This is an optimization exercise on Yosys and OpenROAD, whose aim is small area, a short achievable clock period and few clock cycles per item, not a production implementation.
Function was checked by simulation only, so behaviour that the tests miss may differ from the original.
No activity file was given, so power comes from the tool's default toggle rates.

[flow/run.sh]
#!/bin/bash
# synth_recipe.tcl (not shown) runs the flow's synth.tcl, then flattens the netlist and writes it again
# the make line also repeats each setting of config.mk as NAME=value (left out here)
make -C /OpenROAD-flow-scripts/flow DESIGN_CONFIG=/design/flow/config.mk WORK_HOME=/design/flow/orfs CLKGATE_MAP_FILE= SYNTH_SCRIPT=/design/flow/synth_recipe.tcl finish
[flow/config.mk]
export PLATFORM = sky130hd
export DESIGN_NAME = iterativeDivision
export DESIGN_NICKNAME = iterativeDivision
export VERILOG_FILES = /design/flow/design.v
export SDC_FILE = /design/flow/constraint.sdc
export NUM_CORES = 4
export LEC_CHECK = 0
export ABC_AREA = 1
export CAP_MARGIN = 20
export CORE_MARGIN = 2
export CORE_UTILIZATION = 40
export SETUP_SLACK_MARGIN = 4.0
export SLEW_MARGIN = 20
[flow/design.v]
`default_nettype none
module iterativeDivision
  #(parameter int unsigned DATA_W = 32)
  ( input  var logic i_clk
  , input  var logic i_rst  
  , input  var logic [DATA_W-1:0] i_dividend
  , input  var logic [DATA_W-1:0] i_divisor
  , input  var logic i_start  
  , output var logic [DATA_W-1:0] o_quotient
  , output var logic [DATA_W-1:0] o_remainder
  , output var logic o_finish  
  );
  function automatic logic [5:0] clz32(input logic [31:0] x);
    logic [15:0] z1; logic [15:0] c1;       
    logic [7:0]  z2; logic [15:0] c2;       
    logic [3:0]  z3; logic [11:0] c3;       
    logic [1:0]  z4; logic [7:0]  c4;       
    logic        z5; logic [4:0]  c5;
    for (int i = 0; i < 16; i++) begin
      z1[i] = !(x[2*i+1] || x[2*i]);
      c1[i] = !x[2*i+1];
    end
    for (int i = 0; i < 8; i++) begin
      z2[i]         = z1[2*i+1] && z1[2*i];
      c2[2*i+:2]    = z1[2*i+1] ? {1'b1, c1[2*i]} : {1'b0, c1[2*i+1]};
    end
    for (int i = 0; i < 4; i++) begin
      z3[i]         = z2[2*i+1] && z2[2*i];
      c3[3*i+:3]    = z2[2*i+1] ? {1'b1, c2[4*i+:2]} : {1'b0, c2[4*i+2+:2]};
    end
    for (int i = 0; i < 2; i++) begin
      z4[i]         = z3[2*i+1] && z3[2*i];
      c4[4*i+:4]    = z3[2*i+1] ? {1'b1, c3[6*i+:3]} : {1'b0, c3[6*i+3+:3]};
    end
    z5 = z4[1] && z4[0];
    c5 = z4[1] ? {1'b1, c4[3:0]} : {1'b0, c4[7:4]};
    clz32 = {z5, z5 ? 5'd0 : c5};
  endfunction
  logic divZero_q;
  logic [5:0] zA, zB;
  logic [6:0] shDiff_q;
  always_comb begin
    zA = clz32(i_dividend);
    zB = clz32(i_divisor);
  end
  always_ff @(posedge i_clk)
    if (i_start)
      shDiff_q <= {1'b0, zB} - {1'b0, zA};
  logic [3:0] shAmt;
  logic       quotZero, alignDone;
  always_comb begin
    shAmt    = shDiff_q[4:1];
    quotZero = shDiff_q[6] || divZero_q;
    alignDone = (shDiff_q[5:1] == '0);
  end
  logic       busy_q, align_q, step_q;
  logic [3:0] count_q;
  always_ff @(posedge i_clk)
    if (i_rst) begin
      busy_q  <= '0;
      align_q <= '0;
      step_q  <= '0;
    end else if (i_start) begin
      busy_q  <= '1;
      align_q <= '1;
      step_q  <= '0;
    end else if (align_q) begin
      busy_q  <= !quotZero;
      align_q <= '0;
      step_q  <= !quotZero && !alignDone;
    end else begin
      busy_q  <= busy_q && step_q;
      step_q  <= step_q && (count_q != '0);
    end
  always_ff @(posedge i_clk)
    if (align_q)
      count_q <= shAmt;
    else
      count_q <= count_q - 1'b1;
  always_comb
    o_finish = busy_q && (align_q ? quotZero : !step_q);
  logic [DATA_W:0]   div_q;
  logic [DATA_W-1:0] rem_q, quo_q, remNext;
  logic              doStep;
  always_comb
    doStep = step_q || (align_q && alignDone && !quotZero);
  localparam int unsigned W = DATA_W + 3;
  logic [W-1:0] rX, dX, d2X, s3, c3;
  logic [W:0]   t1, t2, t3;
  logic         ge1, ge2, ge3, q1, q2;
  always_comb begin
    rX  = W'(rem_q);
    d2X = W'(div_q);
    dX  = W'(div_q[DATA_W:1]);
    s3  = rX ^ ~d2X ^ ~dX;
    c3  = {(rX[W-2:0] & ~d2X[W-2:0]) | (rX[W-2:0] & ~dX[W-2:0])
           | (~d2X[W-2:0] & ~dX[W-2:0]), 1'b1};
    t1  = {rX, 1'b1} + {~dX, 1'b1};
    t2  = {rX, 1'b1} + {~d2X, 1'b1};
    t3  = {s3, 1'b1} + {c3, 1'b1};
    ge1 = !t1[W];
    ge2 = !t2[W];
    ge3 = !t3[W];
    q1  = ge2;
    q2  = ge3 || (ge1 && !ge2);
    if (ge3)
      remNext = t3[DATA_W:1];
    else if (ge2)
      remNext = t2[DATA_W:1];
    else if (ge1)
      remNext = t1[DATA_W:1];
    else
      remNext = rem_q;
  end
  always_ff @(posedge i_clk)
    if (i_start)
      divZero_q <= (i_divisor == '0);
  always_ff @(posedge i_clk)
    if (i_start)
      div_q <= {i_divisor, 1'b0};
    else if (align_q)
      div_q <= div_q << {shAmt, 1'b0};
    else
      div_q <= div_q >> 2;
  always_ff @(posedge i_clk)
    if (i_start)
      rem_q <= i_dividend;
    else if (doStep)
      rem_q <= remNext;
  always_ff @(posedge i_clk)
    if (i_start)
      quo_q <= {DATA_W{i_divisor == '0}};
    else if (doStep)
      quo_q <= {quo_q[DATA_W-3:0], q1, q2};
  always_comb begin
    o_quotient  = quo_q;
    o_remainder = rem_q;
  end
endmodule
`resetall
[flow/constraint.sdc]
create_clock -name core_clock -period 8.0 [get_ports {i_clk}]
set_input_delay 1.6000 -clock core_clock [delete_from_list [all_inputs] [get_ports {i_clk}]]
set_output_delay 1.6000 -clock core_clock [all_outputs]
set_load 0.01 [all_outputs]
==> out/results.tsv, run 1 <==
metric	value	unit
WL final	58950	um
Hold Path Class	flip-flop to flip-flop	
Post-Syn Nets	2568	
hold_buf cts	0	
Post-synth EDFFs	75	
vias	15970	
synthesized instance count	2364	
Die ar.	0.03753	mm2
CTS tree	yes	
PwrDens	335.2	mW/mm2
Critical Path Source Type	flip-flop	
die height	193.7	um
worst path arrival time	4.01	ns
dominant cell type by area after synthesis	nand2_1	
hpwl dp	48290	um
core area	0.03548	mm2
H-tree depth	3	
unrepaired setup endpoints after global routing	yes	
count of final hold-check violations	0	
diodes inserted	0	
Critical Path Fanout Max	16	
Critical Path Max Stage Delay	0.51	ns
Worst Setup End Kind	flip-flop	
Tmin final	3.875	ns
port bufs	131	
TritonCTS buffer count	9	
Least-Margin Pin Slew	0.8921	ns
share of cells above drive strength 1	5.026	%
Overflow after GRT	0	
FP Rows	69	
drt drc	0	
Psw	3.182	mW
Placer Congestion	1.016	
DIE WIDTH	193.7	um
FF-to-FF path depth	15	
dpl ws	3.224	ns
Logic pwr share	74.6	%
Mapped Area	0.01440	mm2
worst hold endpoint	count_q[0]	
setup ws final	4.125	ns
vias in the first global route	15600	
MaxCap Viol Count	0	
period utilization	48.44	%
FF-to-FF Start	div_q[22]	
CP required	8.13	ns
clock share of power	8.6	%
final slew viol count	0	
Yosys top cell area share	21.32	%
hold depth	1	
DR WL/cell	20.00	um
Primary FF master, synth	edfxtp_1	
Setup Crit Path Kind	flip-flop to flip-flop	
Register Area	0.002974	mm2
fin util	47.25	%
most instantiated cells after synthesis	nand2_1 (818), inv_1 (357), nor2_1 (203)	
Reg clk slew, reported paths	0.09	ns
Clk Tree Root Cell	clkbuf_16	
DR iter-0 viols	1314	
Multi-input gate area	0.009950	mm2
FFs w/ async S/R, synth	0	%
initial antenna violation count	0	
most common cell in the synthesized netlist	nand2_1	
hold path start	count_q[0]	
clock tree buffer depth	2	
Ys Warns	1	
antenna-violating nets left	0	
CP Cell Sequence	inv_1 -> fa_1 -> ha_1 -> a21oi_1 -> o21ai_1 -> a21oi_2 -> nor2_1 -> nor2_2 -> nand3_4 -> nand2_1 -> inv_1 -> nand2_1 -> nand2_1 -> inv_1 -> nand2_1	
net switching share of the total power	56.61	%
GRT Total Usage	30.87	%
Initial Utilization	40.58	%
I/O pin count	132	
Seq cells post-synth	111	
Synth area leaders	nand2_1 (21%), edfxtp_1 (16%), inv_1 (9.3%)	
setup violators final	0	
Leak Pwr	8.485	nW
status	complete, no violations	
synthesized area per cell	6.091	um2
Int Pwr	2.438	mW
cell mode on critical path	nand2_1	
Final nets	2686	
Clock Skew	0.01703	ns
highest clock rate	0.2580	GHz
# fillers	3859	
Pre-antenna DRT Iters	6	
sequential area share after synthesis	20.65	%
Cell variety after synth	59	
first-pass GRT wire length	88330	um
FF-to-FF End	rem_q[18]	
R2R setup slack	4.12	ns
CTS sink cnt	111	
area delta synth->final	16.45	%
pin count of the biggest net entering global routing	74	
Max-slew headroom	40.53	%
vias per std cell	5.417	
sequential share of power	16.8	%
slowest CP cell	fa_1	
Fin Setup TNS	0	ns
total power	5.620	mW
peak supply drop	0.1412	mV
clock latency (worst-skew pair)	0.39	ns
[cells in the final DEF, fill, tap and decap left out, types with 22 or more instances in the layout]
cell and n:
a21oi_1 154, fa_1 35, nand2_1 815, clkdlybuf4s50_1 126
o21ai_0 111, nor2_1 196, buf_4 26, ha_1 100
inv_1 355, dfxtp_1 35, edfxtp_1 75, xor2_1 35
nand3_1 153, nand4_1 22
[area by class of cell]
class | instances | area share (%)
Multi-Input combinational cell | 1832 | 59.34
Clock buffer | 9 | 1.343
Sequential cell | 111 | 17.74
Timing Repair Buffer | 160 | 9.410
Inverter | 368 | 8.246
Tap cell | 461 | 3.440
Clock inverter | 7 | 0.4850
[per-stage QoR]
step | cell area (um2) | hold slack [ns] | instances
floorplan | 14420 | 0.4115 | 2364
global placement | 16090 | 0.4302 | 2909
detailed placement | 16090 | 0.4365 | 2909
CTS | 16550 | 0.4507 | 2939
global route | 16770 | 0.4988 | 2948
finish | 16770 | 0.4512 | 2948
[critical path: cells and delay by family, from the launching register on]
| family | cells | cell delay (ns) |
|---|---|---|
| flip-flops | 1 | 0.34 |
| AND/OR/NAND/NOR | 7 | 1.25 |
| adder cells (fa/ha/maj) | 2 | 0.91 |
| buffers and inverters | 3 | 0.55 |
| AO/OA/AOI/OAI | 3 | 0.57 |
[repair_timing]
item,4_1_cts,5_1_grt
gates resized for setup,8,38
buffers inserted,12,8
setup endpoints to repair,42,80
gates cloned,2,1
pin swaps,5,17
[state kept, by name (all words and copies together), names as in the netlist]
name,count
align_q,1
busy_q,1
quo_q,32
step_q,1
count_q,4
rem_q,32
divZero_q,1
shDiff_q,6
div_q,33
[layer usage]
layer  track usage, %  vias up  routed length (um)
met5                0        -                   0
met3            2.435      116                3172
met4            14.96        0                2978
met2            52.88      571               27730
li1                 -     7849                   -
met1            39.29     7433               25070
[logic make-up (layout without fill, tap and decap cells)]
logic type	Yosys count	count (layout)	share of synthesized area, %
and+or+nand+nor	1277	1279	36.66
xor gates and xnor gates	50	50	3.041
buffers and inverters	424	544	11.61
adders and majority gates	137	137	13.78
muxes	6	6	0.4171
AOI/OAI and AO/OA	359	360	13.84
DFF	111	111	20.65
[worst max path at each step]
| stage | from | endpoint | slack (ns) | cells past startpoint |
|---|---|---|---|---|
| final | div_q[22] | rem_q[18] | 4.12 | 15 |
| after global routing | i_dividend[14] | shDiff_q[6] | 3.96 | 16 |
| after CTS | i_divisor[27] | shDiff_q[6] | 3.93 | 17 |
| after detailed placement | i_divisor[27] | shDiff_q[6] | 3.22 | 17 |
| after global placement | i_divisor[27] | shDiff_q[6] | 3.28 | 17 |
| after floorplan | i_divisor[27] | shDiff_q[6] | 4.10 | 16 |
[power by group through the flow]
| stage | sequential [mW] | combinational, mW | clock [mW] |
|---|---|---|---|
| global route | 0.961 | 4.66 | 0.503 |
| CTS | 0.943 | 4.09 | 0.490 |
| global placement | 0.953 | 4.00 | 0 |
| floorplan | 0.908 | 2.86 | 0 |
| finish | 0.945 | 4.19 | 0.481 |
| detailed placement | 0.956 | 4.02 | 0 |
Testbench counts, summed over its fixed seeds: cycles 13,806, items 3,200.
==> run 2, diff against run 1 <==
==> flow/flow/run.sh (new file) <==
#!/bin/bash
# Standard layout, with the port buffers made from the smallest buffer cell
# (repair may still resize them). make's output goes to flow_make.log; each
# ORFS step writes its own log under orfs/logs/.
set -euo pipefail
export BUFFER_PORTS_ARGS="-buffer_cell sky130_fd_sc_hd__buf_1"
bash standard.sh finish > flow_make.log 2>&1
==> flow/standard.sh (new file) <==
#!/bin/bash
# synth_recipe.tcl (not shown) runs the flow's synth.tcl, then flattens the netlist and writes it again
# the make line also repeats each setting of config.mk as NAME=value (left out here)
make -C /OpenROAD-flow-scripts/flow DESIGN_CONFIG=/design/flow/config.mk WORK_HOME=/design/flow/orfs CLKGATE_MAP_FILE= SYNTH_SCRIPT=/design/flow/synth_recipe.tcl "${@:-finish}"
removed: flow/run.sh
==> out/results.tsv, run 2 <==
metric	value	unit
H-tree depth	3	
Critical Path Max Stage Delay	0.37	ns
Overflow after GRT	0	
placed insts	2907	
clock tree buffer depth	2	
unrepaired setup endpoints after global routing	yes	
Pre-antenna DRT Iters	5	
Register Area	0.002973	mm2
port bufs	131	
share of cells above drive strength 1	3.404	%
setup violators final	0	
diodes inserted	0	
clock latency (worst-skew pair)	0.38	ns
count of final hold-check violations	0	
slowest CP cell	nor3_1	
synthesized area per cell	6.091	um2
first-pass GRT wire length	87480	um
pin count of the biggest net entering global routing	82	
dpl ws	3.592	ns
total power	5.509	mW
Setup Crit Path Kind	input port to flip-flop	
Leak Pwr	7.961	nW
PwrDens	351.5	mW/mm2
die height	193.7	um
Least-Margin Pin Slew	0.9795	ns
synthesized instance count	2364	
Primary FF master, synth	edfxtp_1	
Critical Path Source Type	input port	
Critical Path Fanout Max	5	
most common cell in the synthesized netlist	nand2_1	
Fin Setup TNS	0	ns
Biggest register	div_q	
most instantiated cells after synthesis	nand2_1 (818), inv_1 (357), nor2_1 (203)	
TritonCTS buffer count	9	
# fillers	3846	
Worst Setup End Kind	flip-flop	
I/O pin count	132	
core area	0.03548	mm2
Hold Path Class	flip-flop to flip-flop	
initial antenna violation count	0	
WL final	57050	um
antenna-violating nets left	0	
worst path arrival time	3.98	ns
cell mode on critical path	nand2_1	
commonest non-fill, non-tap cell in the layout	nand2_1	
Yosys top cell area share	21.32	%
status	complete, no violations	
Clk Tree Root Cell	clkbuf_16	
Placer Congestion	1.019	
Top Registers	div_q x33, quo_q x32, rem_q x32	
M1 wire length	24310	um
Max-slew headroom	34.54	%
final slew viol count	0	
setup ws final	4.156	ns
Top Metal Used	met4	
drt drc	0	
highest clock rate	0.2602	GHz
GRT Total Usage	30.21	%
Post-synth EDFFs	75	
period utilization	48.05	%
DR WL met2	25460	um
Mapped Area	0.01440	mm2
MaxCap Viol Count	0	
Initial Utilization	40.58	%
Finished Layout Cells	2929	
most frequent cells in the layout	nand2_1 (818), inv_1 (356), nor2_1 (202)	
Largest register FFs	33	
peak supply drop	0.1260	mV
FFs w/ async S/R, synth	0	%
vias	16010	
Multi-input gate area	0.009843	mm2
FP Rows	69	
area delta synth->final	8.863	%
Ys Warns	1	
DIE WIDTH	193.7	um
Final nets	2667	
CTS sink cnt	111	
sequential area share after synthesis	20.65	%
CTS tree	yes	
DR iter-0 viols	1467	
vias per std cell	5.465	
Die ar.	0.03753	mm2
Cell variety after synth	59	
dominant cell type by area after synthesis	nand2_1	
hpwl dp	47000	um
CP required	8.14	ns
Clock Skew	0.01637	ns
Tmin final	3.844	ns
vias in the first global route	15670	
Seq cells post-synth	111	
hold_buf cts	0	
Reg clk slew, reported paths	0.08	ns
CP Cell Sequence	buf_1 -> inv_1 -> nand2_1 -> nor3_1 -> nand2_1 -> nor2_1 -> nand2_1 -> inv_2 -> a21oi_1 -> ha_1 -> a21oi_2 -> nor2_1 -> a211oi_2 -> nand2_1 -> nand2_1 -> nand2_1	
met3 WL	4169	um
DR WL/cell	19.48	um
Synth area leaders	nand2_1 (21%), edfxtp_1 (16%), inv_1 (9.3%)	
Post-Syn Nets	2568	
run 2: cell counts after synthesis:
No cell type changed its count.
run 2: critical path: cells and delay by family:
kind	cells	cell delay (ns)
and+or+nand+nor	9	1.23
AOI/OAI and AO/OA	3	0.47
adders and majority gates	1	0.37
buffers and inverters	3	0.30
run 2: worst paths after layout:
path                              startpoint           to  slack (ns)  cells after the start
worst max-delay path            i_divisor[7]  shDiff_q[5]        4.16                     16
worst min-delay path              count_q[0]   count_q[0]        0.48                      1
worst max register to register      rem_q[1]    rem_q[31]        4.35                     17
worst min register to register    count_q[0]   count_q[0]        0.48                      1
run 2: final cells by class:
class / instances / share of cell area, %
Clock buffer: 10 / 1.461
Clock inverter: 6 / 0.3512
Inverter: 368 / 8.820
Multi-Input combinational cell: 1831 / 62.80
Sequential cell: 111 / 18.97
Tap cell: 461 / 3.680
Timing Repair Buffer: 142 / 3.927
run 2: where the power goes:
part | switching, mW | internal, mW | leakage (nW)
sequential | 0.163 | 0.764 | 1.05
combinational | 2.80 | 1.33 | 6.78
clock | 0.238 | 0.217 | 0.133
run 2: per-stage QoR:
step / cell area [um2] / util (%) / hold WS (ns)
2_1_floorplan: 14420 / - / 0.4115
3_3_place_gp: 15260 / 43.00 / 0.4328
3_5_place_dp: 15260 / 43.00 / 0.4608
4_1_cts: 15580 / 43.90 / 0.4734
5_1_grt: 15680 / 44.18 / 0.4960
6_report: 15680 / 44.18 / 0.4781
run 2: cell families (layout without fill, tap and decap cells):
kind of cell,after synthesis,after routing,share of synthesized area [%]
compound gates,359,360,13.84
simple gates,1277,1278,36.66
fa+ha+maj,137,137,13.78
xor+xnor,50,50,3.041
mux,6,6,0.4171
buf+inv,424,526,11.61
flops,111,111,20.65
run 2: what timing repair did:
item	CTS	global route
gates resized for setup	3	10
pin swaps	1	5
buffers inserted	0	4
endpoints found under the setup margin	34	46
cloned	2	0
run 2: layer usage:
metal	vias up	track usage [%]
met2	680	49.15
met3	144	3.566
li1	7809	-
met1	7374	39.48
met4	0	15.58
met5	-	0
==> run 3, diff against run 2 <==
--- a/flow/config.mk
+++ b/flow/config.mk
@@ -9,5 +9,5 @@
 export CAP_MARGIN = 20
 export CORE_MARGIN = 2
 export CORE_UTILIZATION = 40
-export SETUP_SLACK_MARGIN = 4.0
+export SETUP_SLACK_MARGIN = 5.0
 export SLEW_MARGIN = 20
==> out/results.tsv, run 3 <==
metric	value	unit
DR WL/cell	20.22	um
Tmin final	3.718	ns
fin util	50.17	%
Critical Path Source Type	input port	
Post-synth EDFFs	75	
FFs w/ async S/R, synth	0	%
period utilization	46.47	%
drt drc	0	
Least-Margin Pin Slew	0.8569	ns
Worst Setup End Kind	flip-flop	
Max-slew headroom	42.27	%
# fillers	3537	
pin count of the biggest net entering global routing	84	
highest clock rate	0.2690	GHz
net switching share of the total power	55.23	%
CP required	8.14	ns
Top Registers	div_q x33, quo_q x32, rem_q x32	
placed standard-cell area	0.01529	mm2
port bufs	131	
Final nets	2779	
Logic pwr share	79.3	%
clock tree buffer depth	2	
Placer Congestion	1.037	
placed insts	2907	
worst path arrival time	3.86	ns
clock share of power	7.5	%
diodes inserted	0	
I/O pin count	132	
status	complete, no violations	
share of cells above drive strength 1	16.16	%
antenna-violating nets left	0	
Largest register FFs	33	
Die ar.	0.03753	mm2
GRT Total Usage	31.54	%
most common cell in the synthesized netlist	nand2_1	
most instantiated cells after synthesis	nand2_1 (818), inv_1 (357), nor2_1 (203)	
Biggest register	div_q	
sequential share of power	13.2	%
dominant cell type by area after synthesis	nand2_1	
Seq cells post-synth	111	
Overflow after GRT	0	
TritonCTS buffer count	9	
Initial Utilization	40.58	%
Multi-input gate area	0.01087	mm2
hold depth	1	
die height	193.7	um
dpl ws	3.648	ns
setup ws final	4.282	ns
final slew viol count	0	
Int Pwr	2.943	mW
Mapped Area	0.01440	mm2
Critical Path Fanout Max	4	
Final Cell Area	0.01780	mm2
Leak Pwr	8.707	nW
Psw	3.632	mW
core area	0.03548	mm2
H-tree depth	3	
unrepaired setup endpoints after global routing	yes	
DR iter-0 viols	1772	
DIE WIDTH	193.7	um
clock latency (worst-skew pair)	0.38	ns
count of final hold-check violations	0	
Ys Warns	1	
synthesized instance count	2364	
Pre-antenna DRT Iters	6	
hold_ws	0.4739	ns
Cell variety after synth	59	
WL final	61500	um
setup violators final	0	
Clock Skew	0.01549	ns
area delta synth->final	23.64	%
Register Area	0.003014	mm2
MaxCap Viol Count	0	
Hold Path Class	flip-flop to flip-flop	
hpwl dp	46730	um
Yosys top cell area share	21.32	%
vias per std cell	5.537	
Setup Crit Path Kind	input port to flip-flop	
synthesized area per cell	6.091	um2
commonest non-fill, non-tap cell in the layout	nand2_1	
Synth area leaders	nand2_1 (21%), edfxtp_1 (16%), inv_1 (9.3%)	
CTS sink cnt	111	
most frequent cells in the layout	nand2_1 (781), inv_1 (315), nor2_1 (185)	
Fin Setup TNS	0	ns
sequential area share after synthesis	20.65	%
PwrDens	369.3	mW/mm2
peak supply drop	0.1824	mV
vias	16840	
Clk Tree Root Cell	clkbuf_16	
Post-Syn Nets	2568	
FP Rows	69	
Reg clk slew, reported paths	0.08	ns
FF-to-FF path depth	14	
vias in the first global route	15960	
Finished Layout Cells	3041	
Primary FF master, synth	edfxtp_1	
CTS tree	yes	
initial antenna violation count	0	
first-pass GRT wire length	90990	um
total power	6.575	mW
[run 3: cell counts after synthesis]
No cell type changed its count.
[run 3: critical path, cell delays in order]
cell,delay [ns]
buf_1,0.14
or2_2,0.34
nor3_2,0.18
nand2_2,0.10
nor2_4,0.14
buf_6,0.12
o211ai_1,0.11
a21oi_1,0.18
ha_1,0.30
a21oi_2,0.18
nor2_1,0.06
a211oi_2,0.22
nand2_1,0.07
nand2_1,0.06
nand2_1,0.04
[run 3: cells by family (layout without fill, tap and decap cells)]
logic type	Yosys count	after routing	share of synthesized area (%)
mux	6	6	0.4171
buf+inv	424	633	11.61
compound gates	359	360	13.84
simple gates	1277	1283	36.66
xor+xnor	50	50	3.041
flops	111	111	20.65
fa+ha+maj	137	137	13.78
[run 3: layout make-up]
cell class / count / area share [%]
multi-input combinational: 1836 / 61.03
sequential: 111 / 16.93
timing repair buffer: 248 / 8.841
inverter: 368 / 8.202
tap: 461 / 3.240
clock buffer: 10 / 1.286
clock inverter: 6 / 0.4217
timing repair inverter: 1 / 0.04920
[run 3: repair_timing]
item                                    4_1_cts  5_1_grt
pin swaps                                    36       67
resized for setup                           184      131
endpoints found under the hold margin         0        0
gates cloned                                  7        4
hold buffers                                  0        0
setup buffers                                77       30
endpoints found under the setup margin      103      111
[run 3: power by group through the flow]
stage               combinational [mW]  clock (mW)  sequential (mW)
floorplan                         2.87           0            0.908
global placement                  3.98           0            0.931
detailed placement                3.98           0            0.935
CTS                               4.74       0.495            0.864
global route                      5.66       0.508            0.882
finish                            5.22       0.491            0.867
[run 3: path summary, 6_finish.rpt]
path | end | slack [ns] | from
setup / recovery | shDiff_q[5] | 4.28 | i_divisor[23]
hold / removal | count_q[0] | 0.47 | count_q[0]
hold reg to reg | count_q[0] | 0.47 | count_q[0]
setup reg to reg | rem_q[5] | 4.91 | div_q[10]
[run 3: metal layers]
metal / vias to the layer above / wire length (um) / GRT usage, % / part of all wire, %
met2: 824 / 28180 / 51.92 / 46
met3: 154 / 4916 / 3.809 / 8.0
met4: 0 / 3180 / 14.53 / 5.2
met5: - / 0 / 0 / 0
li1: 8036 / - / - / -
met1: 7824 / 25220 / 41.33 / 41
==> run 4, diff against run 3 <==
--- a/flow/config.mk
+++ b/flow/config.mk
@@ -9,5 +9,5 @@
 export CAP_MARGIN = 20
 export CORE_MARGIN = 2
 export CORE_UTILIZATION = 40
-export SETUP_SLACK_MARGIN = 5.0
+export SETUP_SLACK_MARGIN = 4.5
 export SLEW_MARGIN = 20
==> out/results.tsv, run 4 <==
metric	value	unit
status	complete, no violations	
period utilization	44.33	%
FF-to-FF End	rem_q[29]	
GRT Total Usage	30.62	%
Tmin final	3.547	ns
Post-synth EDFFs	75	
share of cells above drive strength 1	8.124	%
Final nets	2710	
worst path arrival time	3.77	ns
placed insts	2907	
Clock Skew	0.01951	ns
Synth area leaders	nand2_1 (21%), edfxtp_1 (16%), inv_1 (9.3%)	
Biggest register	div_q	
Cell variety after synth	59	
clock tree buffer depth	2	
Placer Congestion	1.075	
CP required	8.22	ns
DR WL/cell	19.72	um
vias in the first global route	15480	
highest clock rate	0.2820	GHz
Pre-antenna DRT Iters	8	
CP bufs+invs	3	
Top Registers	div_q x33, quo_q x32, rem_q x32	
DIE WIDTH	193.7	um
FP Rows	69	
Post-Syn Nets	2568	
hold path start	count_q[0]	
Crit. Startpoint	i_dividend[23]	
Leak Pwr	8.181	nW
Hold Path Class	flip-flop to flip-flop	
hold_buf cts	0	
Initial Utilization	40.58	%
Largest register FFs	33	
MaxCap Viol Count	0	
antenna-violating nets left	0	
DR iter-0 viols	1451	
Setup Crit Path Kind	input port to flip-flop	
Ys Warns	1	
Critical Path Source Type	input port	
CTS tree	yes	
first-pass GRT wire length	87600	um
TritonCTS buffer count	9	
most common cell in the synthesized netlist	nand2_1	
area delta synth->final	13.03	%
peak supply drop	0.2031	mV
hpwl dp	47620	um
dominant cell type by area after synthesis	nand2_1	
core area	0.03548	mm2
Yosys top cell area share	21.32	%
FFs w/ async S/R, synth	0	%
setup violators final	0	
H-tree depth	3	
WL final	58630	um
FF-to-FF path depth	15	
port bufs	131	
Critical Path Max Stage Delay	0.41	ns
vias per std cell	5.442	
pin count of the biggest net entering global routing	82	
Critical Path Fanout Max	4	
cell mode on critical path	nand2_1	
Least-Margin Pin Slew	0.9833	ns
Reg clk slew, reported paths	0.09	ns
CTS sink cnt	111	
unrepaired setup endpoints after global routing	yes	
Die ar.	0.03753	mm2
Primary FF master, synth	edfxtp_1	
Clk Tree Root Cell	clkbuf_16	
Seq cells post-synth	111	
Worst Setup End Kind	flip-flop	
vias	16180	
slowest CP cell	fa_2	
I/O pin count	132	
commonest non-fill, non-tap cell in the layout	nand2_1	
most instantiated cells after synthesis	nand2_1 (818), inv_1 (357), nor2_1 (203)	
Fin Setup TNS	0	ns
Finished Layout Cells	2973	
drt drc	0	
most frequent cells in the layout	nand2_1 (810), inv_1 (323), nor2_1 (193)	
synthesized instance count	2364	
Overflow after GRT	0	
PwrDens	348.0	mW/mm2
count of final hold-check violations	0	
initial antenna violation count	1	
CP Cell Sequence	buf_1 -> nor2_1 -> nand2_1 -> o21ai_0 -> o22a_1 -> o21ai_1 -> nand2_1 -> inv_1 -> fa_2 -> o21ai_2 -> buf_4 -> xor2_1	
final slew viol count	0	
Mapped Area	0.01440	mm2
delay-heaviest family, CP	compound AO/OA/AOI/OAI gates	
FF-to-FF Start	rem_q[8]	
hold depth	1	
clock latency (worst-skew pair)	0.38	ns
die height	193.7	um
R2R setup slack	4.60	ns
Max-slew headroom	34.04	%
sequential area share after synthesis	20.65	%
worst hold endpoint	count_q[0]	
synthesized area per cell	6.091	um2
[run 4: cell types whose count changed in the layout (fill, tap and decap cells not counted), moves of 18 or more]
cell	before	now
ha_1	65	100
nand2_1	781	810
buf_4	95	47
dfxtp_1	11	29
a21oi_1	133	152
nand2_2	39	16
ha_4	28	1
[run 4: repair_timing]
item | 4_1_cts | 5_1_grt
buffers inserted | 21 | 25
resized for setup | 37 | 65
pin swaps | 20 | 13
setup endpoints to repair | 72 | 71
cloned | 3 | 0
[run 4: layout make-up]
type | instances | area, um2
multi-input combinational | 1832 | 10050
inverter | 368 | 1408
tap | 461 | 576.8
sequential | 111 | 2982
clock inverter | 7 | 72.57
timing repair buffer | 184 | 962.2
antenna | 1 | 2.502
fill | 3865 | 19210
clock buffer | 9 | 225.2
[run 4: report_power, final]
part | switching [mW] | internal, mW
Combinational | 2.85 | 1.43
Clock | 0.246 | 0.221
Sequential | 0.148 | 0.764
Total | 3.25 | 2.41
[run 4: cells by family after synthesis]
| family | count (synthesis) | synth area share, % |
|---|---|---|
| and+or+nand+nor | 1277 | 36.66 |
| buffers and inverters | 424 | 11.61 |
| AOI/OAI and AO/OA | 359 | 13.84 |
| adders and majority gates | 137 | 13.78 |
| DFF | 111 | 20.65 |
| xor gates and xnor gates | 50 | 3.041 |
| muxes | 6 | 0.4171 |
[run 4: worst max-delay path by stage]
stage | to | depth (start not counted) | slack [ns]
2_1_floorplan | shDiff_q[6] | 16 | 4.30
3_3_place_gp | shDiff_q[5] | 15 | 3.79
3_5_place_dp | shDiff_q[5] | 15 | 3.75
4_1_cts | shDiff_q[6] | 17 | 4.33
5_1_grt | shDiff_q[6] | 17 | 4.34
6_report | shDiff_q[4] | 12 | 4.45
[run 4: per-layer routing]
layer  vias up  GRT usage (%)  share of wire, %
met1      7497          40.00                43
met3       122          4.070               6.8
met2       657          49.95                45
li1       7902              -                 -
met5         -              0                 0
met4         0          14.84               4.9
[run 4: worst register-to-register path: stages, from the launching register on]
cell	delay (ns)
edfxtp_1	0.52
fa_1	0.54
ha_1	0.37
nand2_1	0.12
nor2_2	0.21
nand4_1	0.19
nor2_1	0.17
nand3_2	0.18
inv_4	0.15
nor2_4	0.05
buf_12	0.15
buf_12	0.14
nand3_1	0.17
nand2_1	0.08
nand2_1	0.06
nand2_1	0.06
[run 4: per-stage QoR]
step | worst slack (ns) | total power, mW | hold WS [ns] | cell area, um2 | util (%)
5_1_grt | 4.340 | 6.142 | 0.4627 | 16270 | 45.86
3_3_place_gp | 3.794 | 4.907 | 0.4333 | 15290 | 43.08
2_1_floorplan | 4.299 | 3.773 | 0.4115 | 14450 | -
3_5_place_dp | 3.752 | 4.892 | 0.4327 | 15290 | 43.08
4_1_cts | 4.331 | 5.475 | 0.4473 | 15930 | 44.89
6_report | 4.453 | 5.663 | 0.4449 | 16270 | 45.87
==> run 5, diff against run 4 <==
--- a/flow/config.mk
+++ b/flow/config.mk
@@ -9,5 +9,6 @@
 export CAP_MARGIN = 20
 export CORE_MARGIN = 2
 export CORE_UTILIZATION = 40
+export GPL_TIMING_DRIVEN = 0
 export SETUP_SLACK_MARGIN = 4.5
 export SLEW_MARGIN = 20
==> out/results.tsv, run 5 <==
metric	value	unit
Critical Path Fanout Max	3	
most instantiated cells after synthesis	nand2_1 (818), inv_1 (357), nor2_1 (203)	
# fillers	3812	
core area	0.03548	mm2
period utilization	46.48	%
synthesized area per cell	6.091	um2
mux share of post-synthesis cell area	0.4171	%
hold_buf cts	0	
Clock Skew	0.01398	ns
initial antenna violation count	0	
dominant cell type by area after synthesis	nand2_1	
clock tree buffer depth	2	
Post-Syn Nets	2568	
Tmin final	3.718	ns
Synth Area in Simple Gates	36.66	%
complex-gate fraction of the synthesized area	13.84	%
GRT Total Usage	32.63	%
setup ws final	4.282	ns
Seq cells post-synth	111	
Worst Setup End Kind	flip-flop	
Die ar.	0.03753	mm2
WL final	63290	um
port bufs	131	
DR WL/cell	20.68	um
Max-slew headroom	43.38	%
Ys Warns	1	
FP Rows	69	
highest clock rate	0.2689	GHz
Final nets	2798	
Setup Crit Path Kind	input port to flip-flop	
Biggest register	div_q	
Post-synth EDFFs	75	
status	complete, no violations	
vias per std cell	5.497	
diodes inserted	0	
CP required	8.14	ns
commonest non-fill, non-tap cell in the layout	nand2_1	
PwrDens	349.7	mW/mm2
Critical Path Source Type	input port	
total power	5.985	mW
Yosys top cell area share	21.32	%
first-pass GRT wire length	92380	um
Largest register FFs	33	
Reg clk slew, reported paths	0.08	ns
Initial Utilization	40.58	%
Fin Setup TNS	0	ns
pin count of the biggest net entering global routing	20	
Overflow after GRT	0	
worst path arrival time	3.85	ns
hpwl dp	52390	um
most frequent cells in the layout	nand2_1 (807), inv_1 (321), nor2_1 (190)	
sequential area share after synthesis	20.65	%
Top Registers	div_q x33, quo_q x32, rem_q x32	
CTS sink cnt	111	
Hold Path Class	flip-flop to flip-flop	
Post-Synth Adder-Cell Area	13.78	%
antenna-violating nets left	0	
vias	16820	
DR iter-0 viols	1487	
MaxCap Viol Count	0	
I/O pin count	132	
setup violators final	0	
vias in the first global route	16040	
fin util	48.23	%
peak supply drop	0.1235	mV
Synth area leaders	nand2_1 (21%), edfxtp_1 (16%), inv_1 (9.3%)	
synthesized instance count	2364	
die height	193.7	um
Post-Synth XOR/XNOR Area	3.041	%
Mapped Area	0.01440	mm2
CTS tree	yes	
clock latency (worst-skew pair)	0.38	ns
final slew viol count	0	
Clk Tree Root Cell	clkbuf_16	
Leak Pwr	8.460	nW
Least-Margin Pin Slew	0.8493	ns
H-tree depth	3	
most common cell in the synthesized netlist	nand2_1	
Primary FF master, synth	edfxtp_1	
Placer Congestion	1.031	
unrepaired setup endpoints after global routing	yes	
dpl ws	3.566	ns
DIE WIDTH	193.7	um
TritonCTS buffer count	9	
drt drc	0	
largest family of logic cells by synthesized area	simple AND/OR/NAND/NOR gates	
Pre-antenna DRT Iters	9	
count of final hold-check violations	0	
area delta synth->final	18.85	%
share of cells above drive strength 1	11.58	%
FFs w/ async S/R, synth	0	%
Cell variety after synth	59	
## run 5: cell counts after synthesis
No cell type changed its count.
## run 5: cell families after synthesis
family | Yosys count
buf+inv | 424
xor+xnor | 50
flops | 111
compound gates | 359
fa+ha+maj | 137
simple gates | 1277
mux | 6
## run 5: final timing paths
path	startpoint	endpoint	slack, ns	depth (start not counted)
max reg2reg	rem_q[22]	rem_q[12]	4.57	14
max	i_dividend[15]	shDiff_q[5]	4.28	15
min	count_q[0]	count_q[0]	0.45	1
min reg2reg	count_q[0]	count_q[0]	0.45	1
## run 5: layout make-up
cell class | count | area, um2 | share of cell area, %
Clock inverter | 7 | 57.56 | 0.3363
Sequential cell | 111 | 2995 | 17.50
Tap cell | 461 | 576.8 | 3.371
Timing Repair Buffer | 218 | 1239 | 7.238
Multi-Input combinational cell | 1830 | 10270 | 60.03
Clock buffer | 9 | 225.2 | 1.316
Buffer | 56 | 310.3 | 1.813
Inverter | 368 | 1436 | 8.394
## run 5: per-stage QoR
stage / hold WS, ns / instance area (um2) / instances
6_report: 0.4491 / 17110 / 3060
3_5_place_dp: 0.4319 / 15550 / 2957
5_1_grt: 0.4999 / 17110 / 3060
2_1_floorplan: 0.4115 / 14450 / 2364
4_1_cts: 0.4432 / 16330 / 3017
3_3_place_gp: 0.4294 / 15520 / 2956
## run 5: worst max-delay path, cell delays in order
cell	delay [ns]
buf_1	0.18
nor2_2	0.15
nand2_1	0.09
inv_1	0.11
nand3_4	0.12
o21ai_1	0.38
nand2_1	0.11
nand3_1	0.15
ha_1	0.28
a21oi_2	0.20
nor2_2	0.05
a211oi_2	0.22
nand2_1	0.08
nand2_1	0.06
nand2_1	0.05
## run 5: timing repair
item	4_1_cts	5_1_grt
gates resized for setup	60	105
gates cloned	2	0
buffers inserted	42	43
endpoints found under the setup margin	48	53
pin swaps	20	35
## run 5: where the power goes
group | internal, mW | switching (mW) | total [mW] | leakage, nW
clock | 0.215 | 0.240 | 0.455 | 0.134
sequential | 0.765 | 0.134 | 0.899 | 1.05
combinational | 1.63 | 3.00 | 4.63 | 7.28
total | 2.61 | 3.37 | 5.98 | 8.46
## run 5: layer usage
layer / part of all wire [%] / GRT usage (%)
met2: 47 / 56.10
met3: 6.4 / 3.096
met1: 41 / 40.51
met4: 5.7 / 17.22
met5: 0 / 0
==> run 6, diff against run 5 <==
--- a/flow/config.mk
+++ b/flow/config.mk
@@ -9,6 +9,6 @@
 export CAP_MARGIN = 20
 export CORE_MARGIN = 2
 export CORE_UTILIZATION = 40
-export GPL_TIMING_DRIVEN = 0
+export GPL_ROUTABILITY_DRIVEN = 0
 export SETUP_SLACK_MARGIN = 4.5
 export SLEW_MARGIN = 20
==> out/results.tsv, run 6 <==
metric	value	unit
status	complete, no violations	
hold path start	count_q[0]	
FFs w/ async S/R, synth	0	%
vias	16210	
sequential area share after synthesis	20.65	%
antenna-violating nets left	0	
synthesized instance count	2364	
Final nets	2708	
Critical Path Fanout Max	4	
H-tree depth	3	
Tmin final	3.794	ns
hold_buf cts	0	
DR WL/cell	18.94	um
clock latency (worst-skew pair)	0.38	ns
peak supply drop	0.1266	mV
Synth area leaders	nand2_1 (21%), edfxtp_1 (16%), inv_1 (9.3%)	
first-pass GRT wire length	84770	um
Post-Syn Nets	2568	
FP Rows	69	
vias per std cell	5.455	
Pre-antenna DRT Iters	9	
Clock Skew	0.01575	ns
Critical Path Source Type	input port	
drt drc	0	
Leak Pwr	8.150	nW
R2R setup slack	4.63	ns
Mapped Area	0.01440	mm2
CP required	8.14	ns
GRT met1 Usage	38.92	%
Ys Warns	1	
Crit. Startpoint	i_divisor[27]	
highest clock rate	0.2636	GHz
Overflow after GRT	0	
DIE WIDTH	193.7	um
count of final hold-check violations	0	
vias in the first global route	15200	
MaxCap Viol Count	0	
Yosys top cell area share	21.32	%
Top Registers	div_q x33, quo_q x32, rem_q x32	
unrepaired setup endpoints after global routing	yes	
Reg clk slew, reported paths	0.08	ns
met2 usage	47.61	%
Setup Crit Path Kind	input port to flip-flop	
Cell variety after synth	59	
placed standard-cell area	0.01529	mm2
clock tree buffer depth	2	
most instantiated cells after synthesis	nand2_1 (818), inv_1 (357), nor2_1 (203)	
Largest register FFs	33	
core area	0.03548	mm2
area delta synth->final	13.27	%
Initial Utilization	40.58	%
final slew viol count	0	
period utilization	47.43	%
share of cells above drive strength 1	8.171	%
Post-synth EDFFs	75	
most frequent cells in the layout	nand2_1 (807), inv_1 (323), nor2_1 (193)	
Primary FF master, synth	edfxtp_1	
worst path arrival time	3.94	ns
initial antenna violation count	1	
Clk Tree Root Cell	clkbuf_16	
most common cell in the synthesized netlist	nand2_1	
FF-to-FF Start	div_q[7]	
WL final	56260	um
CTS sink cnt	111	
setup violators final	0	
pin count of the biggest net entering global routing	82	
busiest grt layer	met2	
PwrDens	346.5	mW/mm2
TritonCTS buffer count	9	
Worst Setup End Kind	flip-flop	
die height	193.7	um
Max-slew headroom	36.33	%
commonest non-fill, non-tap cell in the layout	nand2_1	
CTS tree	yes	
Biggest register	div_q	
DR iter-0 viols	1740	
Die ar.	0.03753	mm2
hpwl dp	45110	um
GRT Total Usage	29.07	%
I/O pin count	132	
Hold Path Class	flip-flop to flip-flop	
met3 Use GR	3.879	%
dominant cell type by area after synthesis	nand2_1	
synthesized area per cell	6.091	um2
Least-Margin Pin Slew	0.9550	ns
port bufs	131	
Fin Setup TNS	0	ns
Seq cells post-synth	111	
Final Cell Area	0.01631	mm2
## run 6: area by class of cell
| type | count | area [um2] |
|---|---|---|
| sequential | 111 | 2978 |
| antenna | 1 | 2.502 |
| multi-input combinational | 1832 | 10090 |
| clock buffer | 9 | 225.2 |
| clock inverter | 7 | 83.83 |
| tap | 461 | 576.8 |
| timing repair buffer | 182 | 947.2 |
| fill | 3720 | 19170 |
| inverter | 368 | 1409 |
## run 6: per-stage QoR
stage	worst slack (ns)	hold slack, ns	std cells	power, mW	utilization [%]
final	4.206	0.4438	2971	5.652	45.96
after global routing	4.144	0.4969	2970	6.149	45.96
after CTS	4.428	0.4486	2943	5.407	44.73
after detailed placement	3.854	0.4364	2907	4.842	43.10
after global placement	3.902	0.4316	2907	4.814	43.08
after floorplan	4.299	0.4115	2364	3.773	-
## run 6: metal layers
| layer | routed length [um] | vias up |
|---|---|---|
| li1 | - | 7889 |
| met2 | 25570 | 733 |
| met4 | 2235 | 0 |
| met5 | 0 | - |
| met3 | 4701 | 113 |
| met1 | 23760 | 7471 |
## run 6: what timing repair did
action,CTS,global route
gates cloned,2,1
buffers inserted,18,26
resized for setup,33,73
pin swaps,14,18
setup endpoints to repair,63,67
## run 6: worst paths after layout
path	end	depth (start not counted)
max	shDiff_q[5]	16
min reg2reg	count_q[0]	1
min	count_q[0]	1
max reg2reg	rem_q[8]	14
## run 6: logic make-up (layout without fill, tap and decap cells)
group | Yosys count | in the layout | share of synthesized area [%]
other | 0 | 1 | 0
buffers and inverters | 424 | 566 | 11.61
AOI/OAI and AO/OA | 359 | 361 | 13.84
and+or+nand+nor | 1277 | 1278 | 36.66
adders and majority gates | 137 | 137 | 13.78
DFF | 111 | 111 | 20.65
muxes | 6 | 6 | 0.4171
xor gates and xnor gates | 50 | 50 | 3.041
## run 6: critical path: stages
cell and delay, ns:
buf_6 0.09, or2_4 0.25, nor3_4 0.18, inv_1 0.07, nor2_2 0.11, nand2_2 0.08
nor2_4 0.14, o211ai_1 0.13, a21oi_1 0.22, ha_1 0.30, a21oi_2 0.21, nor2_2 0.07
a211oi_2 0.24, nand2_1 0.11, nand2_1 0.09, nand2_1 0.05
## run 6: power breakdown
part | total [mW] | switching (mW) | internal [mW]
clock | 0.480 | 0.233 | 0.247
sequential | 0.922 | 0.158 | 0.764
combinational | 4.25 | 2.81 | 1.44
total | 5.65 | 3.20 | 2.46
==> run 7, diff against run 6 <==
--- a/flow/config.mk
+++ b/flow/config.mk
@@ -5,10 +5,9 @@
 export SDC_FILE = /design/flow/constraint.sdc
 export NUM_CORES = 4
 export LEC_CHECK = 0
-export ABC_AREA = 1
+export ABC_CLOCK_PERIOD_IN_PS = 3000
 export CAP_MARGIN = 20
 export CORE_MARGIN = 2
 export CORE_UTILIZATION = 40
-export GPL_ROUTABILITY_DRIVEN = 0
 export SETUP_SLACK_MARGIN = 4.5
 export SLEW_MARGIN = 20
==> out/results.tsv, run 7 <==
metric	value	unit
die height	181.2	um
area delta synth->final	26.66	%
Clock Skew	0.01437	ns
Reg clk slew, reported paths	0.08	ns
DR WL/cell	21.61	um
R2R setup slack	4.28	ns
share of cells above drive strength 1	19.90	%
Yosys top cell area share	17.94	%
hold_buf cts	0	
Post-Syn Nets	1777	
clock latency (worst-skew pair)	0.39	ns
CTS sink cnt	111	
core area	0.03075	mm2
Critical Path Source Type	input port	
synthesized instance count	1573	
sequential area share after synthesis	23.68	%
setup ws final	4.270	ns
diodes inserted	0	
setup violators final	0	
H-tree depth	3	
first-pass GRT wire length	69320	um
Finished Layout Cells	2150	
slowest CP cell	o41ai_4	
Ys Warns	1	
pin count of the biggest net entering global routing	53	
Die ar.	0.03282	mm2
unrepaired setup endpoints after global routing	yes	
Hold Path Class	flip-flop to flip-flop	
Least-Margin Pin Slew	0.7738	ns
Top Registers	div_q x33, quo_q x32, rem_q x32	
FFs w/ async S/R, synth	0	%
clock tree buffer depth	2	
Mapped Area	0.01255	mm2
Tmin final	3.730	ns
commonest non-fill, non-tap cell in the layout	o21ai_0	
vias per std cell	6.107	
most common cell in the synthesized netlist	o21ai_0	
Fin Setup TNS	0	ns
Initial Utilization	40.83	%
Synth area leaders	edfxtp_1 (18%), ha_1 (10%), o21ai_0 (6.5%)	
Leak Pwr	6.461	nW
CP required	8.13	ns
Final nets	1953	
fin util	51.71	%
Post-synth EDFFs	75	
vias in the first global route	12070	
synthesized area per cell	7.981	um2
dpl ws	3.110	ns
worst path arrival time	3.86	ns
Worst Setup End Kind	flip-flop	
count of final hold-check violations	0	
most instantiated cells after synthesis	o21ai_0 (163), a21oi_1 (146), nand2_1 (145)	
PwrDens	476.6	mW/mm2
peak supply drop	0.1981	mV
status	complete, no violations	
WL final	46470	um
placed insts	2043	
Largest register FFs	33	
TritonCTS buffer count	9	
CP Cell Sequence	buf_1 -> nor4_4 -> nand3_2 -> o41ai_4 -> nand4_1 -> ha_1 -> o21ai_2 -> a21oi_2 -> mux2i_1 -> nand2_1	
I/O pin count	132	
drt drc	0	
initial antenna violation count	0	
final slew viol count	0	
Clk Tree Root Cell	clkbuf_16	
highest clock rate	0.2681	GHz
Critical Path Max Stage Delay	0.41	ns
Pre-antenna DRT Iters	6	
Seq cells post-synth	111	
period utilization	46.62	%
CTS tree	yes	
Setup Crit Path Kind	input port to flip-flop	
GRT Total Usage	26.91	%
vias	13130	
DR iter-0 viols	1172	
FP Rows	64	
port bufs	131	
total power	7.578	mW
MaxCap Viol Count	0	
Cell variety after synth	80	
Critical Path Fanout Max	4	
Primary FF master, synth	edfxtp_1	
Biggest register	div_q	
most frequent cells in the layout	o21ai_0 (144), nand2_1 (133), a21oi_1 (126)	
Placer Congestion	0.9632	
hpwl dp	34000	um
dominant cell type by area after synthesis	edfxtp_1	
Overflow after GRT	0	
antenna-violating nets left	0	
Max-slew headroom	48.23	%
DIE WIDTH	181.2	um
## run 7: cell types whose count changed in the layout (fill, tap and decap cells not counted), sizes merged, moves of 16 or more
cell | previous run | this run
a211oi | 2 | 20
mux2i | 6 | 39
o21ai | 129 | 167
nand2b | 0 | 19
nor2 | 216 | 117
o31ai | 1 | 17
inv | 361 | 131
nand3 | 158 | 26
a21o | 3 | 61
xnor2 | 15 | 45
buf | 181 | 231
nand2 | 828 | 147
## run 7: layer usage
layer  vias up  global-route usage (%)  part of all wire (%)  wire, um
met5         -                       0                     0         0
met4         0                   8.748                   3.5      1620
met3       104                   4.556                   8.1      3755
met2       652                   43.85                    46     21360
met1      6230                   36.26                    42     19740
li1       6143                       -                     -         -
## run 7: kinds of logic (layout without fill, tap and decap cells)
kind of cell    Yosys count  in the layout  synth area share, %
fa+ha+maj               137            137                15.81
simple gates            429            431                15.89
flops                   111            111                23.68
xor+xnor                 76             76                5.302
mux                      46             46                3.767
compound gates          577            577                29.36
buf+inv                 197            376                6.199
## run 7: area by class of cell
| cell class | count | area (um2) |
|---|---|---|
| fill | 2979 | 14850 |
| multi-input combinational | 1267 | 10010 |
| sequential | 111 | 3003 |
| timing repair buffer | 232 | 1573 |
| tap | 396 | 495.5 |
| inverter | 128 | 494.2 |
| clock buffer | 9 | 225.2 |
| clock inverter | 7 | 98.84 |
## run 7: final timing paths
path,from,endpoint,depth (start not counted)
worst min register to register,count_q[0],count_q[0],1
worst max-delay path,i_dividend[22],shDiff_q[5],10
worst max register to register,div_q[4],rem_q[31],15
worst min-delay path,count_q[0],count_q[0],1
## run 7: repair_timing
| item | CTS | global route |
|---|---|---|
| hold endpoints to repair | 0 | 0 |
| pin swaps | 63 | 65 |
| gates cloned | 5 | 0 |
| setup buffers | 49 | 37 |
| setup endpoints to repair | 103 | 107 |
| gates resized for setup | 187 | 121 |
## run 7: worst max-delay path, delay by kind of cell
kind / cells / cell delay (ns)
buffers and inverters: 1 / 0.16
and+or+nand+nor: 4 / 0.84
AOI/OAI and AO/OA: 3 / 0.67
adders and majority gates: 1 / 0.38
muxes: 1 / 0.21
## run 7: where the power goes
group | leakage [nW] | internal [mW] | switching (mW)
clock | 0.157 | 0.231 | 0.277
sequential | 1.06 | 0.811 | 0.172
combinational | 5.25 | 2.66 | 3.43
total | 6.46 | 3.70 | 3.87
## run 7: through the flow
stage / hold slack, ns / instance area [um2]
CTS: 0.4820 / 15080
detailed placement: 0.4694 / 13480
floorplan: 0.4388 / 12680
finish: 0.4765 / 15900
global placement: 0.4619 / 13440
global route: 0.5049 / 15900
==> run 8, diff against run 7 <==
--- a/flow/config.mk
+++ b/flow/config.mk
@@ -5,7 +5,7 @@
 export SDC_FILE = /design/flow/constraint.sdc
 export NUM_CORES = 4
 export LEC_CHECK = 0
-export ABC_CLOCK_PERIOD_IN_PS = 3000
+export ABC_CLOCK_PERIOD_IN_PS = 2000
 export CAP_MARGIN = 20
 export CORE_MARGIN = 2
 export CORE_UTILIZATION = 40
==> out/results.tsv, run 8 <==
metric	value	unit
Least-Margin Pin Slew	0.7738	ns
Seq cells post-synth	111	
DR WL/cell	21.61	um
Critical Path Fanout Max	4	
Clk Tree Root Cell	clkbuf_16	
Multi-input gate area	0.01001	mm2
Largest register FFs	33	
H-tree depth	3	
antenna-violating nets left	0	
most common cell in the synthesized netlist	o21ai_0	
vias	13130	
Setup Crit Path Kind	input port to flip-flop	
Die ar.	0.03282	mm2
Pre-antenna DRT Iters	6	
Post-synth EDFFs	75	
CP bufs+invs	1	
hpwl dp	34000	um
Reg clk slew, reported paths	0.08	ns
synthesized area per cell	7.981	um2
# fillers	2979	
sequential area share after synthesis	23.68	%
worst path arrival time	3.86	ns
hold path start	count_q[0]	
core area	0.03075	mm2
Tmin final	3.730	ns
Primary FF master, synth	edfxtp_1	
unrepaired setup endpoints after global routing	yes	
Yosys top cell area share	17.94	%
Top Registers	div_q x33, quo_q x32, rem_q x32	
CTS sink cnt	111	
period utilization	46.62	%
hold_ws	0.4765	ns
clock latency (worst-skew pair)	0.39	ns
Max-slew headroom	48.23	%
dominant cell type by area after synthesis	edfxtp_1	
Biggest register	div_q	
CP required	8.13	ns
hold depth	1	
Hold Path Class	flip-flop to flip-flop	
Mapped Area	0.01255	mm2
synthesized instance count	1573	
initial antenna violation count	0	
FF-to-FF End	rem_q[31]	
Cell variety after synth	80	
R2R setup slack	4.28	ns
DR iter-0 viols	1172	
CP Cell Sequence	buf_1 -> nor4_4 -> nand3_2 -> o41ai_4 -> nand4_1 -> ha_1 -> o21ai_2 -> a21oi_2 -> mux2i_1 -> nand2_1	
diodes inserted	0	
most frequent cells in the layout	o21ai_0 (144), nand2_1 (133), a21oi_1 (126)	
Overflow after GRT	0	
DIE WIDTH	181.2	um
vias in the first global route	12070	
Worst Setup End Kind	flip-flop	
Placer Congestion	0.9632	
status	complete, no violations	
total power	7.578	mW
Initial Utilization	40.83	%
peak supply drop	0.1981	mV
Leak Pwr	6.461	nW
worst hold endpoint	count_q[0]	
Synth area leaders	edfxtp_1 (18%), ha_1 (10%), o21ai_0 (6.5%)	
share of cells above drive strength 1	19.90	%
Ys Warns	1	
Crit. Startpoint	i_dividend[22]	
final slew viol count	0	
FF-to-FF path depth	15	
MaxCap Viol Count	0	
die height	181.2	um
drt drc	0	
CTS tree	yes	
FP Rows	64	
setup violators final	0	
hold_buf cts	0	
vias per std cell	6.107	
commonest non-fill, non-tap cell in the layout	o21ai_0	
count of final hold-check violations	0	
clock tree buffer depth	2	
Fin Setup TNS	0	ns
Final nets	1953	
Critical Path Max Stage Delay	0.41	ns
I/O pin count	132	
Post-Syn Nets	1777	
pin count of the biggest net entering global routing	53	
area delta synth->final	26.66	%
WL final	46470	um
port bufs	131	
Register Area	0.003003	mm2
delay-heaviest family, CP	simple AND/OR/NAND/NOR gates	
Clock Skew	0.01437	ns
FF-to-FF Start	div_q[4]	
most instantiated cells after synthesis	o21ai_0 (163), a21oi_1 (146), nand2_1 (145)	
GRT Total Usage	26.91	%
first-pass GRT wire length	69320	um
PwrDens	476.6	mW/mm2
FFs w/ async S/R, synth	0	%
TritonCTS buffer count	9	
Critical Path Source Type	input port	
slowest CP cell	o41ai_4	
highest clock rate	0.2681	GHz
==> run 8: cell counts after synthesis <==
No cell type changed its count.
==> run 8: area by class of cell <==
class | instances | share of cell area, %
clock buffer | 9 | 1.416
timing repair buffer | 232 | 9.891
inverter | 128 | 3.108
clock inverter | 7 | 0.6216
tap | 396 | 3.116
sequential | 111 | 18.88
multi-input combinational | 1267 | 62.96
==> run 8: per-stage QoR <==
stage / utilization [%] / setup slack [ns] / cells / area [um2]
floorplan: - / 4.092 / 1573 / 12680
global placement: 43.72 / 3.013 / 2042 / 13440
detailed placement: 43.83 / 3.110 / 2043 / 13480
CTS: 49.04 / 4.131 / 2113 / 15080
global route: 51.71 / 4.121 / 2150 / 15900
finish: 51.71 / 4.270 / 2150 / 15900
==> run 8: worst register-to-register path, cell delays in order, from the launching register on <==
cell	delay [ns]
dfxtp_4	0.39
inv_6	0.05
fa_1	0.52
ha_4	0.20
or2_4	0.25
o2111ai_2	0.16
o211ai_1	0.15
o21a_2	0.27
o31ai_4	0.33
a21oi_4	0.11
o2111ai_4	0.21
and2_4	0.25
buf_12	0.17
buf_12	0.13
nor2_4	0.04
a222oi_1	0.29
==> run 8: kinds of logic (layout without fill, tap and decap cells) <==
kind of cell | Yosys count | in the layout | share of synthesized area [%]
muxes | 46 | 46 | 3.767
xor gates and xnor gates | 76 | 76 | 5.302
adders and majority gates | 137 | 137 | 15.81
buffers and inverters | 197 | 376 | 6.199
and+or+nand+nor | 429 | 431 | 15.89
AOI/OAI and AO/OA | 577 | 577 | 29.36
DFF | 111 | 111 | 23.68
==> run 8: layer usage <==
layer / global-route usage (%) / part of all wire, % / vias up
li1: - / - / 6143
met1: 36.26 / 42 / 6230
met2: 43.85 / 46 / 652
met3: 4.556 / 8.1 / 104
met4: 8.748 / 3.5 / 0
met5: 0 / 0 / -
==> run 8: report_power, final <==
part           leakage (nW)  internal, mW  switching, mW
Clock                 0.157         0.231          0.277
Sequential             1.06         0.811          0.172
Combinational          5.25          2.66           3.43
==> run 8: worst max-delay path by stage <==
stage	endpoint	cells past startpoint
global route	rem_q[31]	12
detailed placement	rem_q[1]	14
floorplan	shDiff_q[5]	11
global placement	rem_q[2]	13
CTS	shDiff_q[5]	14
finish	shDiff_q[5]	10
==> run 8: timing repair <==
action | CTS | global route
pin swaps | 63 | 65
endpoints found under the setup margin | 103 | 107
buffers inserted | 49 | 37
gates resized for setup | 187 | 121
cloned | 5 | 0
==> run 9, diff against run 8 <==
--- a/flow/config.mk
+++ b/flow/config.mk
@@ -5,9 +5,9 @@
 export SDC_FILE = /design/flow/constraint.sdc
 export NUM_CORES = 4
 export LEC_CHECK = 0
-export ABC_CLOCK_PERIOD_IN_PS = 2000
+export ABC_AREA = 1
 export CAP_MARGIN = 20
 export CORE_MARGIN = 2
-export CORE_UTILIZATION = 40
+export CORE_UTILIZATION = 50
 export SETUP_SLACK_MARGIN = 4.5
 export SLEW_MARGIN = 20
==> out/results.tsv, run 9 <==
metric	value	unit
most frequent cells in the layout	nand2_1 (809), inv_1 (324), nor2_1 (192)	
FF-to-FF path depth	14	
drt drc	0	
Logic pwr share	75.2	%
unrepaired setup endpoints after global routing	yes	
R2R setup slack	4.58	ns
Pre-antenna DRT Iters	5	
FF-to-FF Start	div_q[31]	
DR iter-0 viols	1447	
Die ar.	0.03017	mm2
setup violators final	0	
most instantiated cells after synthesis	nand2_1 (818), inv_1 (357), nor2_1 (203)	
core area	0.02855	mm2
initial antenna violation count	0	
Hold Path Class	flip-flop to flip-flop	
FF-to-FF End	rem_q[24]	
dpl ws	3.801	ns
count of final hold-check violations	0	
Seq cells post-synth	111	
Biggest register	div_q	
clock tree buffer depth	2	
final slew viol count	0	
first-pass GRT wire length	84070	um
status	complete, no violations	
Primary FF master, synth	edfxtp_1	
area delta synth->final	14.47	%
Synth area leaders	nand2_1 (21%), edfxtp_1 (16%), inv_1 (9.3%)	
sequential area share after synthesis	20.65	%
Reg clk slew, reported paths	0.10	ns
Setup Crit Path Kind	input port to flip-flop	
DR WL/cell	19.32	um
dominant cell type by area after synthesis	nand2_1	
Max-slew headroom	35.74	%
synthesized area per cell	6.091	um2
hold_buf cts	0	
MaxCap Viol Count	0	
hpwl dp	44660	um
Critical Path Source Type	input port	
busiest grt layer	met2	
peak supply drop	0.1411	mV
setup ws final	4.394	ns
H-tree depth	3	
CP required	8.14	ns
CTS tree	yes	
WL final	56160	um
most common cell in the synthesized netlist	nand2_1	
Clk Tree Root Cell	clkbuf_16	
Critical Path Sink	shDiff_q[4]	
Placer Congestion	1.044	
clock share of power	8.7	%
Crit. Startpoint	i_dividend[27]	
vias in the first global route	15620	
CTS sink cnt	111	
I/O pin count	132	
met3 Use GR	3.509	%
Fin Setup TNS	0	ns
Mapped Area	0.01440	mm2
Least-Margin Pin Slew	0.9580	ns
pin count of the biggest net entering global routing	82	
Initial Utilization	50.44	%
Critical Path Fanout Max	5	
highest clock rate	0.2773	GHz
FFs w/ async S/R, synth	0	%
Ys Warns	1	
Post-synth EDFFs	75	
worst path arrival time	3.75	ns
Clock Skew	0.01391	ns
Yosys top cell area share	21.32	%
antenna-violating nets left	0	
Final nets	2722	
Top Registers	div_q x33, quo_q x32, rem_q x32	
TritonCTS buffer count	9	
sequential share of power	16.1	%
port bufs	131	
vias per std cell	5.635	
Cell variety after synth	59	
GRT Total Usage	36.31	%
clock latency (worst-skew pair)	0.39	ns
FP Rows	62	
Worst Setup End Kind	flip-flop	
DIE WIDTH	173.7	um
net switching share of the total power	56.95	%
Tmin final	3.606	ns
synthesized instance count	2364	
PwrDens	351.7	mW/mm2
fin util	57.74	%
met2 usage	61.70	%
diodes inserted	0	
Post-Syn Nets	2568	
Overflow after GRT	0	
Psw	3.301	mW
vias	16380	
commonest non-fill, non-tap cell in the layout	nand2_1	
GRT met1 Usage	46.05	%
share of cells above drive strength 1	9.512	%
Int Pwr	2.495	mW
Largest register FFs	33	
die height	173.7	um
Leak Pwr	8.210	nW
period utilization	45.08	%
-- run 9: layout make-up --
class,count,area [um2]
clock buffer,9,225.2
clock inverter,7,88.84
fill,3059,12070
inverter,368,1445
multi-input combinational,1830,10150
sequential,111,2988
tap,384,480.5
timing repair buffer,198,1102
-- run 9: per-layer routing --
layer	wire length, um	vias to the layer above
li1	-	7915
met1	22610	7584
met2	26380	742
met3	4099	140
met4	3066	0
met5	0	-
-- run 9: what timing repair did --
action,CTS,global route
gates resized for setup,37,92
setup endpoints to repair,77,67
pin swaps,12,19
cloned,1,2
hold endpoints to repair,0,0
buffers inserted,22,34
-- run 9: critical path: stages --
cell	delay [ns]
buf_1	0.11
nor2_1	0.21
nand2_1	0.14
nor2_4	0.21
inv_1	0.10
nor2_2	0.19
nand2_1	0.16
o21ai_1	0.28
nand2_2	0.11
inv_1	0.09
fa_2	0.22
o21ai_2	0.07
buf_4	0.13
xor2_1	0.13
-- run 9: worst min-delay path by stage --
stage | startpoint | to | slack (ns) | depth (start not counted)
finish | count_q[0] | count_q[0] | 0.47 | 1
global route | count_q[0] | count_q[0] | 0.51 | 1
CTS | count_q[0] | count_q[0] | 0.47 | 1
detailed placement | count_q[0] | count_q[0] | 0.45 | 1
global placement | count_q[0] | count_q[0] | 0.43 | 1
floorplan | count_q[0] | count_q[0] | 0.41 | 1
-- run 9: per-stage QoR --
step	area, um2	hold WS, ns	power, mW	std cells
2_1_floorplan	14450	0.4115	3.773	2364
3_3_place_gp	15210	0.4259	4.843	2832
3_5_place_dp	15210	0.4513	4.881	2832
4_1_cts	15810	0.4656	5.459	2871
5_1_grt	16480	0.5123	6.284	2907
6_report	16480	0.4706	5.796	2907
-- run 9: logic make-up (layout without fill, tap and decap cells) --
kind of cell | Yosys count | after routing | share of synthesized area, %
multiplexers | 6 | 6 | 0.4171
buffers and inverters | 424 | 582 | 11.61
flip-flops | 111 | 111 | 20.65
adder cells (fa/ha/maj) | 137 | 137 | 13.78
XOR/XNOR | 50 | 50 | 3.041
AO/OA/AOI/OAI | 359 | 359 | 13.84
AND/OR/NAND/NOR | 1277 | 1278 | 36.66
-- run 9: power groups by stage --
stage	clock network [mW]	logic, mW	registers, mW
5_1_grt	0.522	4.82	0.944
4_1_cts	0.503	4.03	0.931
6_report	0.505	4.36	0.932
2_1_floorplan	0	2.87	0.908
3_5_place_dp	0	3.93	0.949
3_3_place_gp	0	3.89	0.949

## what the ideal ports hide
Ports are ideal in the flow. The routed layouts listed here were re-timed in OpenROAD. Step 1 sets driving cells, clkbuf_16 on the clock port and buf_2 on the other inputs (assumed; they add their load-dependent delay and slew). Step 2, shift: input delay + t, output delay - t, t = (earliest + latest rising clock arrival at the registers) / 2. This alone moves slack from input paths to output paths. Slacks: ideal / step 1 / step 2; pairs: ideal / step 1.
| run | t, ns | slack for setup (ns) | slew at the worst register clock pin (ns) |
|---|---|---|---|
| run 1 | 0.430 | 4.125 / 4.125 / 3.724 | 0.09 / 0.09 |
| run 2 | 0.426 | 4.156 / 4.189 / 3.763 | 0.09 / 0.09 |
| run 3 | 0.420 | 4.282 / 4.308 / 3.888 | 0.09 / 0.09 |
| run 4 | 0.423 | 4.453 / 4.465 / 4.042 | 0.09 / 0.09 |
| run 5 | 0.427 | 4.282 / 4.312 / 3.885 | 0.09 / 0.09 |
| run 6 | 0.420 | 4.206 / 4.222 / 3.801 | 0.08 / 0.08 |
| run 7 | 0.425 | 4.270 / 4.279 / 3.866 | 0.10 / 0.10 |
| run 8 | 0.425 | 4.270 / 4.279 / 3.866 | 0.10 / 0.10 |
| run 9 | 0.430 | 4.394 / 4.412 / 3.982 | 0.10 / 0.10 |
After both steps every run listed still meets setup and hold. The setup slack of run 9, which loses most, moves by +0.018 ns with the drivers and by -0.412 ns with both steps.
